Background: an optimization exercise with open tools, aiming at small area. Do not read the settings as production practice.
Only simulation tests tie the RTL to the original design; equivalence was not proved.
No driver is modelled on the clock port, so clock power and skew are understated where the tree is cut down; a real chip needs a root buffer or a tree.
No activity file was given, so power comes from the tool's default toggle rates.

**flow/run.sh**
```bash
#!/bin/bash
# The standard layout with these changes:
#  - after the standard synthesis, the combinational logic between the
#    flip-flops is re-mapped for area with Yosys/ABC (deepsyn, dc2, dch, amap),
#    trying a few random seeds and keeping the smallest netlist that Yosys
#    proves equivalent to the standard one; the flip-flops are untouched
#    (remap.ys, remap_check.ys);
#  - port buffers use the smallest buffer cell (every port still gets one);
set -euo pipefail
W=$(pwd)
P=$FLOW_PLATFORM
PD=$FLOW_HOME/platforms/$P
LIB=$(ls $PD/lib/sky130_fd_sc_hd__tt_025C_1v80.lib)
YOSYS=$FLOW_HOME/../tools/install/yosys/bin/yosys
RES=$W/orfs/results/$P/Simon/base

export BUFFER_PORTS_ARGS="-buffer_cell sky130_fd_sc_hd__buf_1"
export CTS_ARGS="-sink_clustering_enable -repair_clock_nets -dont_use_dummy_load"
export POST_CTS_TCL="$W/flow/post_cts.tcl"

# 1. the standard synthesis
bash standard.sh synth > standard_synth.log 2>&1

# 2. re-map the combinational logic
D=$W/remap
mkdir -p $D
python3 $W/flow/split_lib.py $PD/config.mk $LIB $D > $D/split_lib.log 2>&1
cp $RES/1_2_yosys.v $D/1_2_yosys.standard.v
# candidate ABC scripts: deepsyn with a random seed, then dc2, dch and amap
abc_script() {
  local seed=$1 amap=$2
  printf 'strash\n&get -n\n&deepsyn -J 50 -T 60 -S %s\n&put\ndc2\ndch -f\namap -m %s\ntopo\n' "$seed" "$amap"
}
remap_one() {
  local id=$1 seed=$2 amap=$3
  abc_script $seed "$amap" > $D/abc_$id.script
  for f in remap remap_check; do
    sed -e "s#@DIR@#$D#g" -e "s#@FLOW@#$W/flow#g" -e "s#@TOP@#$FLOW_TOP#g" -e "s#@SEED@#$id#g" \
      $W/flow/$f.ys > $D/${f}_$id.ys
  done
  if $YOSYS -s $D/remap_$id.ys > $D/yosys_$id.log 2>&1 &&
     $YOSYS -s $D/remap_check_$id.ys > $D/yosys_check_$id.log 2>&1; then
    echo "$id $(grep 'Chip area' $D/yosys_$id.log | tail -1 | awk '{print $NF}')" > $D/area_$id.txt
  fi
}
A1="-Q 0.1 -F 20 -A 20 -C 5000"
A2="-Q 0 -F 40 -A 40 -C 10000"
# 24 candidates: seeds 0-11 with each of the two amap settings, 4 at a time
for batch in "0 1 2 3" "4 5 6 7" "8 9 10 11" "12 13 14 15" "16 17 18 19" "20 21 22 23"; do
  for id in $batch; do
    if (( id < 12 )); then remap_one $id $id "$A1" & else remap_one $id $((id - 12)) "$A2" & fi
  done
  wait
done
# keep the smallest netlist that was proved equivalent (else the standard one)
cat $D/area_*.txt > $D/areas.log 2>/dev/null || true
best=$(sort -k2 -g $D/areas.log | head -1 | awk '{print $1}')
if [[ -n "$best" ]]; then
  echo "using seed $best" >> $D/areas.log
  cp $D/remap_$best.v $RES/1_2_yosys.v
fi

# 3. the rest of the standard layout, from the re-mapped netlist
bash standard.sh > standard_flow.log 2>&1
```
**flow/dff_model.v**
```verilog
// Behaviour of the platform's flip-flop cell, for the equivalence check of
// the re-mapped netlist against the standard synthesis (remap_check.ys).
module sky130_fd_sc_hd__dfxtp_1 (input CLK, input D, output reg Q);
  always @(posedge CLK) Q <= D;
endmodule
```
**flow/post_cts.tcl**
```tcl
set pc_block [ord::get_db_block]
set pc_root [$pc_block findInst clkbuf_0_clk]
if { $pc_root ne "NULL" && $pc_root ne "" } {
  set pc_in [[$pc_root findITerm A] getNet]
  set pc_out [[$pc_root findITerm X] getNet]
  set pc_loads {}
  foreach it [$pc_out getITerms] {
    if { [$it getInst] ne $pc_root } { lappend pc_loads $it }
  }
  set pc_ok [expr { [llength $pc_loads] <= 4 && [llength [$pc_out getBTerms]] == 0 }]
  foreach it $pc_loads {
    if { ![string match "sky130_fd_sc_hd__clkbuf_*" [[[$it getInst] getMaster] getName]] } { set pc_ok 0 }
  }
  if { $pc_ok } {
    puts "post_cts: removing [$pc_root getName], [llength $pc_loads] leaf buffers now driven by [$pc_in getName]"
    foreach it $pc_loads { $it disconnect; $it connect $pc_in }
    odb::dbInst_destroy $pc_root
    odb::dbNet_destroy $pc_out
    estimate_parasitics -placement
  } else {
    puts "post_cts: root buffer kept"
  }
}

# Each leaf buffer drives only 10 to 20 flip-flops: give each the smallest
# buffer that keeps the estimated clock-pin slew of its flip-flops under 120 ps.
proc pc_leaf_slew { inst } {
  set mx 0
  set net [[$inst findITerm X] getNet]
  foreach it [$net getITerms] {
    if { [$it getInst] eq $inst } { continue }
    set p [get_pins [[$it getInst] getName]/[[$it getMTerm] getName]]
    set s [get_property $p slew_max]
    if { $s > $mx } { set mx $s }
  }
  return $mx
}
set pc_clk [[ord::get_db_block] findNet clk]
if { $pc_clk ne "NULL" && $pc_clk ne "" && [llength [$pc_clk getITerms]] <= 4 } {
  foreach it [$pc_clk getITerms] {
    set inst [$it getInst]
    set orig [[$inst getMaster] getName]
    if { ![string match "sky130_fd_sc_hd__clkbuf_*" $orig] } { continue }
    set name [$inst getName]
    set done 0
    foreach cell {sky130_fd_sc_hd__buf_4 sky130_fd_sc_hd__buf_6} {
      replace_cell $name $cell
      estimate_parasitics -placement
      set s [pc_leaf_slew $inst]
      if { $s < 0.120 } {
        puts "post_cts: $name is now $cell, max clock-pin slew $s"
        set done 1
        break
      }
    }
    if { !$done } {
      replace_cell $name $orig
      estimate_parasitics -placement
      puts "post_cts: $name kept as $orig"
    }
  }
}
```
**flow/remap.ys**
```
# Re-map the combinational logic of the standard synthesis for area.
# The flip-flops are read as black boxes, so they stay exactly as the
# standard synthesis made them (same instances, names and cell types).
read_liberty -lib @DIR@/ff.lib
read_liberty -ignore_miss_func @DIR@/comb.lib
read_verilog @DIR@/1_2_yosys.standard.v
hierarchy -top @TOP@
flatten
opt_clean -purge
abc -liberty @DIR@/all.lib -script @DIR@/abc_@SEED@.script
opt_clean -purge
hilomap -singleton -hicell sky130_fd_sc_hd__conb_1 HI -locell sky130_fd_sc_hd__conb_1 LO
insbuf -buf sky130_fd_sc_hd__buf_1 A X
opt_clean -purge
stat -liberty @DIR@/all.lib
write_verilog -noattr -noexpr -nohex -nodec @DIR@/remap_@SEED@.v
```
**flow/remap_check.ys**
```
# Prove the re-mapped netlist equivalent to the standard synthesis: the
# flip-flops are the same instances with the same names in both, so the
# signals are paired by name and each flip-flop input is proved equal.
read_liberty -ignore_miss_func @DIR@/comb.lib
read_verilog @FLOW@/dff_model.v
read_verilog @DIR@/1_2_yosys.standard.v
rename @TOP@ gold
read_verilog @DIR@/remap_@SEED@.v
rename @TOP@ gate
proc
flatten gold gate
rename -hide gold/w:_*
rename -hide gate/w:_*
opt_clean
equiv_make gold gate equiv
hierarchy -top equiv
equiv_simple -seq 2
equiv_induct
equiv_status -assert
```
**flow/split_lib.py**
```python
#!/usr/bin/env python3
"""Split the platform liberty file for the combinational re-mapping step.

usage: split_lib.py PLATFORM_CONFIG_MK LIBERTY OUTDIR
Writes OUTDIR/ff.lib (sequential cells), OUTDIR/comb.lib (combinational
cells) and OUTDIR/all.lib (both), each without the cells the platform's
config.mk lists in DONT_USE_CELLS.
"""
import fnmatch
import re
import sys

cfg, lib, out = sys.argv[1:4]

# DONT_USE_CELLS from the platform config (export DONT_USE_CELLS += a b \ ...)
dont_use = []
lines = open(cfg).read().split("\n")
i = 0
while i < len(lines):
    if re.match(r"\s*export\s+DONT_USE_CELLS\s*\+?=", lines[i]):
        text = lines[i].split("=", 1)[1]
        while text.rstrip().endswith("\\") and i + 1 < len(lines):
            i += 1
            text = text.rstrip()[:-1] + " " + lines[i]
        dont_use += text.split()
    i += 1

src = open(lib).read().split("\n")
first = next(k for k, l in enumerate(src) if re.match(r'^    cell \("', l))
header = "\n".join(src[:first])
cells = []
cur = None
for line in src[first:]:
    m = re.match(r'^    cell \("([^"]+)"\) \{', line)
    if cur is None:
        if m:
            cur = [m.group(1), [line]]
        continue
    cur[1].append(line)
    if line == "    }":
        cells.append(cur)
        cur = None

kept = [c for c in cells if not any(fnmatch.fnmatch(c[0], p) for p in dont_use)]
seq = [c for c in kept if re.search(r"^\s*(ff|latch|statetable)\s*\(", "\n".join(c[1]), re.M)]
comb = [c for c in kept if c not in seq]


def write(name, group):
    with open(f"{out}/{name}", "w") as f:
        f.write(header + "\n" + "\n".join("\n".join(c[1]) for c in group) + "\n}\n")


write("ff.lib", seq)
write("comb.lib", comb)
write("all.lib", comb + seq)
print(f"split_lib: {len(dont_use)} don't-use patterns, {len(cells) - len(kept)} cells dropped, "
      f"{len(comb)} combinational, {len(seq)} sequential")
```
**standard.sh**
```bash
#!/bin/bash
# synth_recipe.tcl (not shown) runs the flow's synth.tcl, then flattens the netlist and writes it again
# the make line also repeats each setting of config.mk as NAME=value (left out here)
make -C /OpenROAD-flow-scripts/flow DESIGN_CONFIG=/design/flow/config.mk WORK_HOME=/design/flow/orfs CLKGATE_MAP_FILE= SYNTH_SCRIPT=/design/flow/synth_recipe.tcl "${@:-finish}"
```
**config.mk**
```make
export PLATFORM = sky130hd
export DESIGN_NAME = Simon
export DESIGN_NICKNAME = Simon
export VERILOG_FILES = /design/flow/design.v
export SDC_FILE = /design/flow/constraint.sdc
export NUM_CORES = 4
export LEC_CHECK = 0
export CAP_MARGIN = 20
export CORE_MARGIN = 2
export CORE_UTILIZATION = 40
export SLEW_MARGIN = 20
```
**constraint.sdc**
```tcl
create_clock -name core_clock -period 10.0 [get_ports {clk}]
set_input_delay 2.0000 -clock core_clock [delete_from_list [all_inputs] [get_ports {clk}]]
set_output_delay 2.0000 -clock core_clock [all_outputs]
set_load 0.01 [all_outputs]
```
**design.v**
```verilog
`timescale 1ns / 1ps
module Simon(
    output [3:0]    an,
    output [6:0]    seg,
    output [15:0]   led,
    input  [3:0]    sw,
    input           clk,
    input           btnR,      
    input           btnL,      
    input           btnC       
    );
localparam N = 11;      
localparam LW = N - 3;  
wire        rst = ~sw[3];
reg  [1:0]  state;
reg  [2:0]  round;
reg  [2:0]  count;
reg  [7:0]  ran_bits;    
reg  [7:0]  bits;        
reg  [N-1:0] A;
reg  [N-1:0] B;
reg         P1, P2;      
reg         R1, R2;      
reg         dl;          
reg         dlR;         
reg         dbL, dbR;    
reg         X;           
wire s0 = (state == 2'd0);
wire s1 = (state == 2'd1);
wire s2 = (state == 2'd2);
wire s3 = (state == 2'd3);
wire center_pressed = dl  & ~X;
wire left_pressed   = dl  & ~dbL;
wire right_pressed  = dlR & ~dbR;
wire [2:0] bidx = state[0] ? B[2:0] : count;
wire b          = bits[bidx];
wire wrong      = (right_pressed & ~b) | (left_pressed & b);
wire any        = right_pressed | left_pressed;
wire last       = (count == round);
wire [LW-1:0] lo = A[LW-1:0];
wire lo_zero = ~|lo;
wire lo_last = lo[LW-1] & ~|lo[LW-2:0];       
wire lo_fb;
generate
    if (LW == 8)      assign lo_fb = lo[7] ^ lo[5] ^ lo[4] ^ lo[3] ^ ~|lo[6:0];
    else if (LW == 3) assign lo_fb = lo[2] ^ lo[1] ^ ~|lo[1:0];
    else if (LW == 2) assign lo_fb = lo[1] ^ lo[0] ^ ~lo[0];
    else              assign lo_fb = ~lo[0];
endgenerate
wire [LW-1:0] lo_next;
generate
    if (LW > 1) assign lo_next = {lo[LW-2:0], lo_fb};
    else        assign lo_next = lo_fb;
endgenerate
wire [2:0] hi = A[N-1:N-3];
wire a_ones     = lo_last & (&hi);
wire a_zero     = lo_zero & ~|hi;
wire [3:0] top  = B[3:0];
wire flash_done = a_zero & (top == {1'b0, round} + 4'd1);
wire msg_blank  = a_ones & (&top[2:0]);
wire msg_end    = msg_blank & ~top[3];
reg  [1:0]  nstate;
always @* begin
    nstate = state;
    case (state)
        2'd0: if (center_pressed) nstate = 2'd1;
        2'd1: if (flash_done)     nstate = 2'd2;
        2'd2: if (wrong)          nstate = 2'd3;
              else if (any && last) nstate = (round == 3'd7) ? 2'd3 : 2'd1;
        default: if (msg_end)     nstate = 2'd0;
    endcase
end
wire trans = (nstate != state);
wire a_clr = ~state[0] & (P1 ^ P2);
wire b_clr = ~state[0] & (R1 ^ R2);
wire [2:0] hi_inc = hi + {2'd0, lo_last};
wire [2:0] hi_next = {hi_inc[2] | (hi[2] & ~state[0]), hi_inc[1:0]};
wire b_cin = ~state[0] | a_ones;
wire [N-1:0] b_inc = B + {{(N-1){1'b0}}, b_cin};
wire [N-1:0] b_next = {b_inc[N-1] | B[N-1], b_inc[N-2:0]};
wire a_almost = lo_last & hi[1] & hi[0];           
wire l_upd = A[N-1] | (trans & a_almost & ~(P1 ^ P2));
wire r_upd = B[N-1] | (trans & (&B[N-2:0]) & ~(R1 ^ R2));
always @(posedge clk) begin
    if (rst) begin
        state    <= 2'd0;
        round    <= 3'd0;
        count    <= 3'd0;
        ran_bits <= 8'd0;
        bits     <= 8'd0;
        A        <= {N{1'b0}};
        B        <= {N{1'b0}};
        P1       <= 1'b0;
        P2       <= 1'b0;
        R1       <= 1'b0;
        R2       <= 1'b0;
        dl       <= 1'b0;
        dlR      <= 1'b0;
        dbL      <= 1'b0;
        dbR      <= 1'b0;
        X        <= 1'b0;
    end else begin
        state    <= nstate;
        ran_bits <= ran_bits + 8'd1;
        if (s0 && !center_pressed)
            bits <= ran_bits;
        case (state)
            2'd0: begin round <= 3'd0; count <= 3'd0; end
            2'd1: count <= 3'd0;
            2'd2: if (!wrong && any) begin
                      if (!last)               count <= count + 3'd1;
                      else if (round != 3'd7)  round <= round + 3'd1;
                  end
            default: ;
        endcase
        if (trans) begin
            A <= {{(N-LW){~state[0]}}, ~state[0], {(LW-1){1'b0}}};
            B <= {{(N-4){1'b0}}, {4{~state[0]}}};
        end else begin
            A <= a_clr ? {N{1'b0}} : {hi_next, lo_next};
            B <= b_clr ? {N{1'b0}} : b_next;
        end
        P1  <= s0 ? btnC : (s2 & btnL);
        P2  <= ~state[0] & P1;
        R1  <= s2 & btnR;
        R2  <= s2 & R1;
        dl  <= s0 ? X : (s2 & dbL);
        dlR <= s2 & dbR;
        if (s2 && l_upd) dbL <= P2;
        if (s2 && r_upd) dbR <= R2;
        case (state)
            2'd0: if (A[N-1]) X <= P2;
            2'd1: ;
            2'd2: X <= ~wrong;
            default: if (msg_end) X <= 1'b0;
        endcase
    end
end
wire lit = s1 & ~top[3] & A[N-1];
wire fb  = b;
wire [1:0] led_flash = lit ? {~fb, fb} : 2'b00;
wire show = s3 & ~msg_blank;
reg  [3:0] an_d;
reg  [6:0] seg_d;
always @* begin
    case (A[N-2:N-3])
        2'b00: begin an_d = 4'b0111; seg_d = X ? 7'b0011001 : 7'b1000111; end
        2'b01: begin an_d = 4'b1011; seg_d = X ? 7'b0000110 : 7'b1000000; end
        2'b10: begin an_d = 4'b1101; seg_d = X ? 7'b0001000 : 7'b0010010; end
        default: begin an_d = 4'b1110; seg_d = X ? 7'b0001001 : 7'b0000110; end
    endcase
end
assign an  = show ? an_d  : 4'b1111;
assign seg = show ? seg_d : 7'b1111111;
assign led[15:8] = sw[0] ? bits : 8'd0;
assign led[7:6]  = sw[1] ? state : 2'd0;
assign led[5:4]  = led_flash;
assign led[3]    = 1'b0;
assign led[2:0]  = sw[2] ? round : count;
endmodule
```
==> metrics.md, run 1 <==
| Metric | Value |
|---|---|
| Status | complete, no violations |
| IO Port Bufs | 33 |
| Final setup margin | between 5000 and 6000 ps |
| I/O pin count | 35 |
| Via Count | around 2200 |
| Final Hold Viols | 0 |
| Placed Area | approximately 0.0026 mm^2 |
| Cell Count, Final, Fillers Out | approximately 430 |
| Via density per instance | 5.213 |
| Hold WC Path Type | flop to flop |
| Pin count of the biggest net entering global routing | 17 |
| Final Max Tran Viols | 0 |
| TNS Setup | 0 ps |
| Slowest cell on the critical path | dfxtp_1 |
| CP peak stage delay | 500 ps |
| Fraction of layout cells with a size suffix above 1 | ~1.1% |
| Leakage | 0.8367 nW |
| Initial antenna violation count | 0 |
| Worst Skew | around 12 ps |
| Number of diodes | 0 |
| Area delta synth->final | 10.79% |
| Most frequent cells in the layout | 65 x clkinv_1, 55 x dfxtp_1, 55 x nor2_1 |
| Warnings, synthesis | 1 |
| Avg Cell Area, Syn | about 7.6 um^2 |
| GP Congestion | ~0.85 |
| Period utilization | around 48% |
| Pre-CTS setup slack | 5409 ps |
| Design Area, Final | between 0.002 and 0.003 mm^2 |
| Final min period | 4790 ps |
| Worst slew margin | about a third |
| CP startpoint kind | flop |
| WS Path Type | flop to primary output |
| Clock Latency Late Sink | about 130 ps |
| # DRC | 0 |
| DP HPWL | 4223 um |
| Initial Util | between 40% and 50% |
| DR WL/cell | around 13 um |
| Cell chain of the critical path | clkinv_1 > o22ai_1 > clkinv_1 > a22oi_1 > o21ai_0 > o32ai_1 > clkinv_1 > nor2_1 > buf_1 |
| # clock sinks | 55 |
| FP Rows | 28 |
| PwrDens | between 100 and 150 mW/mm^2 |
| Final setup vio count | 0 |
| Max_cap viols | 0 |
| Crit path DAT | 2790 ps |
| CP Data Required Time | around 8000 ps |
| Die Y | between 80 and 90 um |
| DRT Wirelength | 5431 um |
| Final Util | 45.47% |
| First-pass GRT wire length | slightly above 9000 um |
| Number of global-route vias before repair | just over 2000 |
| GRT Overall Usage | 17.50% |
| Worst-path fanout max | 16 |
| Cells after synthesis | 316 |
| Final antenna-violating net count | 0 |
| Die area | approximately 0.0066 mm^2 |
| Mapped Nets | approximately 320 |
| Fmax | roughly 0.21 GHz |
| WP buf/inv | 4 |
| CP delay by family, top | compound AO/OA/AOI/OAI gates |
| RSZ-0062 raised after global routing | false |
| CTS clk-pin slew, worst paths | approximately 90 ps |
| Chip width | a little over 80 um |
| Initial drt markers | 119 |
| Post-synthesis instance area | 0.002401 mm^2 |
| Commonest non-fill, non-tap cell in the layout | clkinv_1 |
| Core area | ~0.006 mm^2 |
| Post-Place Cells | approximately 420 |
| First-pass detailed-route iteration total | 6 |
| Most frequent CP cell | clkinv_1 |
| Critical path capture point type | primary output |
| Gr ovfl total | 0 |
| Peak supply drop | just under 50 uV |
| Final net count | 362 |
| Tightest Pin Transition | 1009 ps |
path summary, 6_finish.rpt:
check / from / to / slack, ps / cells past startpoint
worst min-delay path: A[2] / A[3] / 430 / 2
worst max-delay path: state[0] / led[5] / 5210 / 9
worst max register to register: state[0] / A[0] / 5360 / 14
worst min register to register: A[2] / A[3] / 430 / 2
flip-flops by register name, summed over array words and instances, names as in the netlist:
| register | cells |
|---|---|
| P1 | 1 |
| P2 | 1 |
| state | 2 |
| ran_bits | 8 |
| dl | 1 |
| A | 11 |
| dbR | 1 |
| count | 3 |
| dlR | 1 |
| X | 1 |
| dbL | 1 |
| R1 | 1 |
| B | 11 |
| bits | 8 |
| R2 | 1 |
| round | 3 |
layer usage:
layer	up-vias	wire, um	share of wire [%]	GRT usage (%)
met5	-	0	0	0
met4	0	119	2.2	7.288
met3	9	226	4.2	3.846
met2	43	2503	46	28.36
met1	993	2582	48	22.51
li1	1181	-	-	-
metrics by stage:
stage / hold WS, ps / power, mW
global route: 460.6 / 0.3538
detailed placement: 417.2 / 0.2538
floorplan: 403.0 / 0.2473
global placement: 409.4 / 0.2539
finish: 429.2 / 0.3366
report_power, final:
group | internal [mW] | leakage [nW] | total [mW] | switching (mW)
clock | 0.0322 | 0.0242 | 0.0876 | 0.0555
combinational | 0.00771 | 0.367 | 0.0224 | 0.0147
sequential | 0.223 | 0.446 | 0.227 | 0.00326
worst min-delay path, delay by kind of cell (launching register included):
family | cells | cell delay [ps]
buffers and inverters | 1 | 50
flip-flops | 1 | 310
AND/OR/NAND/NOR | 1 | 40
layout make-up:
class | instances | area [um^2]
multi-input combinational | 195 | 1052
clock buffer | 4 | 45.04
sequential | 55 | 1101
inverter | 65 | 244.0
fill | 601 | 3191
timing repair buffer | 33 | 123.9
tap | 75 | 93.84
==> run 2, diff against run 1 <==
--- a/flow/run.sh
+++ b/flow/run.sh
@@ -45,10 +45,10 @@
 }
 A1="-Q 0.1 -F 20 -A 20 -C 5000"
 A2="-Q 0 -F 40 -A 40 -C 10000"
-# 24 candidates: seeds 0-11 with each of the two amap settings, 4 at a time
-for batch in "0 1 2 3" "4 5 6 7" "8 9 10 11" "12 13 14 15" "16 17 18 19" "20 21 22 23"; do
+# 12 candidates: seeds 0-5 with each of the two amap settings, 4 at a time
+for batch in "0 1 2 3" "4 5 6 7" "8 9 10 11"; do
   for id in $batch; do
-    if (( id < 12 )); then remap_one $id $id "$A1" & else remap_one $id $((id - 12)) "$A2" & fi
+    if (( id < 6 )); then remap_one $id $id "$A1" & else remap_one $id $((id - 6)) "$A2" & fi
   done
   wait
 done
==> run 2 against run 1 <==
Final cell count did not move; still clean; first-iteration DRC count unchanged; fmax stayed put; clock power about the same; hold slack unchanged; sequential share of layout area unchanged; register-to-register slack hardly changed; critical path type unchanged; utilization unchanged; clock skew unchanged; worst setup slack is the same; area after synthesis unchanged; sequential power about the same; critical endpoint unchanged.
==> metrics.md, run 2 <==
| Metric | Value |
|---|---|
| Status | complete, no violations |
| First-pass GRT wire length | 9108 um (unchanged) |
| Hold WC Path Type | flop to flop |
| Internal | 0.2632 mW (unchanged) |
| CP startpoint kind | flop |
| Worst slew margin | 32.01% (unchanged) |
| DRT Wirelength | 5431 um (unchanged) |
| Final setup margin | 5210 ps (unchanged) |
| Period utilization | 47.90% (unchanged) |
| Number of global-route vias before repair | 2044 (unchanged) |
| Most frequent cells in the layout | 65 x clkinv_1, 55 x dfxtp_1, 55 x nor2_1 |
| Clock Latency Late Sink | 130 ps (about the same) |
| Peak supply drop | 49.27 uV (unchanged) |
| Placed Area | 0.002615 mm^2 (unchanged) |
| # clock sinks | 55 (unchanged) |
| Sw Ratio | 21.81% (unchanged) |
| Critical path capture point type | primary output |
| Cells after synthesis | 316 (unchanged) |
| CP peak stage delay | 500 ps (about the same) |
| Worst Skew | 11.67 ps (unchanged) |
| First-pass detailed-route iteration total | 6 (unchanged) |
| WP buf/inv | 4 (unchanged) |
| Initial drt markers | 119 (unchanged) |
| Design Area, Final | 0.002660 mm^2 (unchanged) |
| Final Max Tran Viols | 0 (unchanged) |
| Leakage | 0.8367 nW (unchanged) |
| Final min period | 4790 ps (unchanged) |
| Worst-path fanout max | 16 (unchanged) |
| Post-Place Cells | 423 (unchanged) |
| CTS clk-pin slew, worst paths | 90 ps (about the same) |
| FP Rows | 28 (unchanged) |
| Final antenna-violating net count | 0 (unchanged) |
| PwrDens | 126.5 mW/mm^2 (unchanged) |
| IO Port Bufs | 33 (unchanged) |
| Via density per instance | 5.213 (unchanged) |
| Fmax | 0.2088 GHz (unchanged) |
| Final net count | 362 (unchanged) |
| Largest registers | A: 11 flops, B: 11 flops |
| Number of diodes | 0 (unchanged) |
| Slowest cell on the critical path | dfxtp_1 |
| Pre-CTS setup slack | 5409 ps (unchanged) |
| Die area | 0.006638 mm^2 (unchanged) |
| Commonest non-fill, non-tap cell in the layout | clkinv_1 |
| Final Hold Viols | 0 (unchanged) |
| Core area | 0.005851 mm^2 (unchanged) |
| Clock share of power | 26.0% (about the same) |
| Initial Util | 41.04% (unchanged) |
| Final setup vio count | 0 (unchanged) |
| CP delay by family, top | compound AO/OA/AOI/OAI gates |
| Sw power | 0.07342 mW (unchanged) |
| Initial antenna violation count | 0 (unchanged) |
| CP Data Required Time | 8000 ps (about the same) |
| TNS Setup | 0 ps (unchanged) |
| Most frequent CP cell | clkinv_1 |
| Area delta synth->final | 10.79% (unchanged) |
| DR WL/cell | 12.72 um (unchanged) |
| Tightest Pin Transition | 1009 ps (unchanged) |
| Post-synthesis instance area | 0.002401 mm^2 (unchanged) |
| Crit path DAT | 2790 ps (about the same) |
| # DRC | 0 (unchanged) |
| DP HPWL | 4223 um (unchanged) |
| Total chip power | 0.3366 mW (unchanged) |
| GRT Overall Usage | 17.50% (unchanged) |
| Cell Count, Final, Fillers Out | 427 (unchanged) |
| I/O pin count | 35 (unchanged) |
| Cell chain of the critical path | clkinv_1 > o22ai_1 > clkinv_1 > a22oi_1 > o21ai_0 > o32ai_1 > clkinv_1 > nor2_1 > buf_1 |
| Hold WS | 429.2 ps (unchanged) |
| Pin count of the biggest net entering global routing | 17 (unchanged) |
| Combinational Power Share | 6.7% (about the same) |
| Via Count | 2226 (unchanged) |
| Final Util | 45.47% (unchanged) |
| GP Congestion | 0.8468 (unchanged) |
| RSZ-0062 raised after global routing | false |
| Warnings, synthesis | 1 (unchanged) |
| Fraction of layout cells with a size suffix above 1 | 1.136% (unchanged) |
| WS Path Type | flop to primary output |
| Gr ovfl total | 0 (unchanged) |
| Mapped Nets | 324 (unchanged) |
| Die Y | 81.48 um (unchanged) |
| Max_cap viols | 0 (unchanged) |
| Avg Cell Area, Syn | 7.598 um^2 (unchanged) |
| Reg power frac | 67.3% (about the same) |
| Chip width | 81.48 um (unchanged) |
## run 2: cell counts in the layout (fill, tap and decap cells not counted)
No cell type changed its count.
## run 2: worst register-to-register path, cell delays in order (launching register included)
cell and delay, ps:
dfxtp_1 500, clkinv_1 440, o22ai_1 490, clkinv_1 220, a22oi_1 220, o21ai_0 100, o32ai_1 240, clkinv_1 180
o22ai_1 250, clkinv_1 160, o32ai_1 510, nor2_1 220, a211oi_1 460, clkinv_1 350, a211oi_1 240
## run 2: area by class of cell
cell class	instances	area [um^2]
Sequential cell	55	1101
Timing Repair Buffer	33	123.9
Tap cell	75	93.84
Clock buffer	4	45.04
Inverter	65	244.0
Fill cell	601	3191
Multi-Input combinational cell	195	1052
## run 2: power groups by stage
stage	logic, mW	registers, mW	clock network [mW]
global placement	0.0225	0.231	0
finish	0.0224	0.227	0.0876
global route	0.0258	0.227	0.101
floorplan	0.0166	0.231	0
detailed placement	0.0224	0.231	0
## run 2: worst paths after layout
path,startpoint,endpoint,slack [ps],cells past startpoint
setup reg to reg,state[0],A[0],5360,14
setup / recovery,state[0],led[5],5210,9
hold reg to reg,A[2],A[3],430,2
hold / removal,A[2],A[3],430,2
## run 2: metal layers
layer	up-vias	part of all wire, %	global-route usage [%]
li1	1181	-	-
met1	993	48	22.51
met2	43	46	28.36
met3	9	4.2	3.846
met4	0	2.2	7.288
met5	-	0	0
==> run 3, diff against run 2 <==
--- a/design.v
+++ b/design.v
@@ -15,8 +15,10 @@
 reg  [1:0]  state;
 reg  [2:0]  round;
 reg  [2:0]  count;
-reg  [7:0]  ran_bits;    
-reg  [7:0]  bits;        
+reg  [7:0]  ran_n;       
+reg  [7:0]  bits_n;      
+wire [7:0]  ran_bits = ~ran_n;
+wire [7:0]  bits = ~bits_n;
 reg  [N-1:0] A;
 reg  [N-1:0] B;
 reg         P1, P2;      
@@ -37,7 +39,8 @@
 wire wrong      = (right_pressed & ~b) | (left_pressed & b);
 wire any        = right_pressed | left_pressed;
 wire last       = (count == round);
-wire [LW-1:0] lo = A[LW-1:0];
+localparam [LW-1:0] LMASK = {(LW+1)/2{2'b10}};
+wire [LW-1:0] lo = A[LW-1:0] ^ LMASK;
 wire lo_zero = ~|lo;
 wire lo_last = lo[LW-1] & ~|lo[LW-2:0];       
 wire lo_fb;
@@ -86,9 +89,9 @@
         state    <= 2'd0;
         round    <= 3'd0;
         count    <= 3'd0;
-        ran_bits <= 8'd0;
-        bits     <= 8'd0;
-        A        <= {N{1'b0}};
+        ran_n    <= 8'hff;
+        bits_n   <= 8'hff;
+        A        <= {{(N-LW){1'b0}}, LMASK};
         B        <= {N{1'b0}};
         P1       <= 1'b0;
         P2       <= 1'b0;
@@ -101,9 +104,9 @@
         X        <= 1'b0;
     end else begin
         state    <= nstate;
-        ran_bits <= ran_bits + 8'd1;
+        ran_n    <= ran_n - 8'd1;
         if (s0 && !center_pressed)
-            bits <= ran_bits;
+            bits_n <= ran_n;
         case (state)
             2'd0: begin round <= 3'd0; count <= 3'd0; end
             2'd1: count <= 3'd0;
@@ -114,10 +117,10 @@
             default: ;
         endcase
         if (trans) begin
-            A <= {{(N-LW){~state[0]}}, ~state[0], {(LW-1){1'b0}}};
+            A <= {{(N-LW){~state[0]}}, {~state[0], {(LW-1){1'b0}}} ^ LMASK};
             B <= {{(N-4){1'b0}}, {4{~state[0]}}};
         end else begin
-            A <= a_clr ? {N{1'b0}} : {hi_next, lo_next};
+            A <= a_clr ? {{(N-LW){1'b0}}, LMASK} : {hi_next, lo_next ^ LMASK};
             B <= b_clr ? {N{1'b0}} : b_next;
         end
         P1  <= s0 ? btnC : (s2 & btnL);
==> run 3 against run 2 <==
Sequential power barely moved; worst setup slack worse by 290 ps; largest cell class is now multi-input combinational cells; clock-buffer cell count unchanged; combinational power down 4%; critical endpoint is now seg[0]; critical path type unchanged; global-route usage up 0.69 points; critical path depth increased by 9; highest routed layer unchanged.
==> metrics.md, run 3 <==
| Metric | Value |
|---|---|
| Hold WS | 431.6 ps (+2.385 ps) |
| Final setup vio count | 0 (unchanged) |
| Worst slew margin | 55.10% (+23 points) |
| Die area | 0.006628 mm^2 (-0.15%) |
| Placed Area | 0.002611 mm^2 (-0.14%) |
| Chip width | 81.42 um (about the same) |
| Met2 Track Usage GR | 27.30% (-1.1 points) |
| Hold WC Path Type | flop to flop |
| # clock sinks | 55 (unchanged) |
| Register area | 0.001101 mm^2 (unchanged) |
| Post-synthesis instance area | 0.002397 mm^2 (-0.16%) |
| GRT Overall Usage | 18.19% (+0.69 points) |
| Worst-path fanout max | 7 (-9) |
| GP Congestion | 0.8419 (-0.58%) |
| CTS clk-pin slew, worst paths | 110 ps (+20 ps) |
| Total chip power | 0.3345 mW (-0.62%) |
| Final Max Tran Viols | 0 (unchanged) |
| Area of the multi-input gates | 0.001105 mm^2 (+5.0%) |
| Via density per instance | 5.320 (+2.0%) |
| Period utilization | 50.81% (+2.9 points) |
| Commonest non-fill, non-tap cell in the layout | dfxtp_1 |
| IO Port Bufs | 33 (unchanged) |
| Leakage | 0.8646 nW (+3.3%) |
| DR WL/cell | 13.83 um (+8.7%) |
| First-pass detailed-route iteration total | 4 (-2) |
| Avg Cell Area, Syn | 7.886 um^2 (+3.8%) |
| First-pass GRT wire length | 9349 um (+2.6%) |
| Critical path capture point type | primary output |
| Reg2Reg Setup Slack | 5020 ps (-340 ps) |
| Number of diodes | 0 (unchanged) |
| Design Area, Final | 0.002658 mm^2 (about the same) |
| Clock Latency Late Sink | 140 ps (about the same) |
| Worst Skew | 16.95 ps (+5.282 ps) |
| Peak supply drop | 62.41 uV (+27%) |
| Fraction of layout cells with a size suffix above 1 | 1.466% (+0.33 points) |
| Cells after synthesis | 304 (-3.8%) |
| # DRC | 0 (unchanged) |
| Fmax | 0.1968 GHz (-5.7%) |
| Final setup margin | 4919 ps (-290.6 ps) |
| RSZ-0062 raised after global routing | false |
| Final net count | 351 (-3.0%) |
| Initial Util | 40.98% (-0.064 points) |
| Met1 Track Usage GR | 26.66% (+4.2 points) |
| CP startpoint kind | flop |
| Crit path DAT | 3080 ps (+290 ps) |
| Area delta synth->final | 10.86% (about the same) |
| Core area | 0.005851 mm^2 (unchanged) |
| Tightest Pin Transition | 668.3 ps (-340.9 ps) |
| Final Hold Viols | 0 (unchanged) |
| Number of global-route vias before repair | 1955 (-4.4%) |
| PwrDens | 125.9 mW/mm^2 (-0.53%) |
| Final antenna-violating net count | 0 (unchanged) |
| Most frequent cells in the layout | 55 x dfxtp_1, 50 x clkinv_1, 46 x nor2_1 |
| Final min period | 5081 ps (+290.6 ps) |
| DRT Wirelength | 5753 um (+5.9%) |
| Gr ovfl total | 0 (unchanged) |
| TNS Setup | 0 ps (unchanged) |
| Status | complete, no violations |
| Max_cap viols | 0 (unchanged) |
| Via Count | 2213 (-0.58%) |
| Mapped Nets | 312 (-3.7%) |
| Warnings, synthesis | 1 (unchanged) |
| Routing usage on met3 | 3.626% (-0.22 points) |
| Die Y | 81.42 um (about the same) |
| CP Data Required Time | 8000 ps (about the same) |
| Initial drt markers | 129 (+8.4%) |
| Pre-CTS setup slack | 5073 ps (-335.4 ps) |
| Pin count of the biggest net entering global routing | 19 (+2) |
| Largest registers | A: 11 flops, B: 11 flops |
| Most used routing layer | met2 |
| FP Rows | 28 (unchanged) |
| Initial antenna violation count | 0 (unchanged) |
| Fillers | 595 (-1.0%) |
| I/O pin count | 35 (unchanged) |
| WS Path Type | flop to primary output |
| DP HPWL | 4401 um (+4.2%) |
## run 3: cell types whose count changed in the layout (fill, tap and decap cells not counted), moves of 4 or more
cell,delta
a211oi_1,-8
clkinv_1,-15
nor2_1,-9
o211ai_1,+4
o21ai_0,+6
o22a_1,+7
o22ai_1,-5
or2_0,+4
## run 3: layout make-up
cell class | count | area share [%]
Timing Repair Buffer | 34 | 4.849
Inverter | 50 | 7.062
Multi-Input combinational cell | 198 | 41.57
Sequential cell | 55 | 41.43
Tap cell | 75 | 3.531
Clock buffer | 4 | 1.554
## run 3: path summary, 6_finish.rpt
check | cells past startpoint | start | end
setup reg to reg | 15 | state[0] | A[1]
hold reg to reg | 1 | A[1] | A[2]
hold / removal | 1 | A[1] | A[2]
setup / recovery | 18 | A[4] | seg[0]
## run 3: report_power, final
group | total (mW) | internal [mW] | switching [mW]
registers | 0.227 | 0.223 | 0.00375
clock network | 0.0864 | 0.0295 | 0.0569
logic | 0.0214 | 0.00750 | 0.0139
total | 0.335 | 0.260 | 0.0746
## run 3: critical path, stage by stage (launching register included)
cell and delay (ps):
dfxtp_1 330, clkinv_1 90, nand4_1 80, or3_1 170, nor2_1 70, nand2_1 110, nor2_1 70, clkinv_1 70
o21ai_0 100, nand2_1 140, nor2_1 70, nand2_1 120, clkinv_1 100, nor3_1 530, clkinv_1 260, nor3_1 290
clkinv_1 120, o21a_1 110, buf_1 120
## run 3: layer usage
layer  wire length (um)  share of wire [%]
met1               3020                 52
met2               2409                 42
met3                283                4.9
met4                 39               0.68
met5                  0                  0
## run 3: through the flow
stage,cells,utilization (%)
global placement,411,44.63
global route,416,45.42
floorplan,304,-
detailed placement,411,44.63
finish,416,45.42

static timing again, ports no longer ideal:
How much do the figures lean on ideal ports? The routed layouts below were timed once more, with nothing changed but the port constraints. Step 1 (the two cells are an assumption about what drives the block):
set clk [get_ports {clk}]
set_driving_cell -lib_cell sky130_fd_sc_hd__clkbuf_16 $clk
set_driving_cell -lib_cell sky130_fd_sc_hd__buf_2 [delete_from_list [all_inputs] $clk]
Step 2 adds t to the input delays and takes it off the output delays; t is the mean of the earliest and latest rising clock arrival at the registers after step 1. Input paths then give back, and output paths get back, about the clock's delay inside the block. Three values: ideal ports, drivers, drivers and shift; two values: the first two.
run	t, ns	slack for setup (ns)	hold slack, ns	worst data-port slew with drivers (ns)	pins driven straight from the clock port
run 1	0.180	5.210 / 5.154 / 5.334	0.429 / 0.429 / 0.429	0.03	4
run 2	0.180	5.210 / 5.154 / 5.334	0.429 / 0.429 / 0.429	0.03	4
run 3	0.185	4.919 / 4.864 / 5.017	0.432 / 0.432 / 0.432	0.03	4
After both steps every run listed still meets setup and hold.
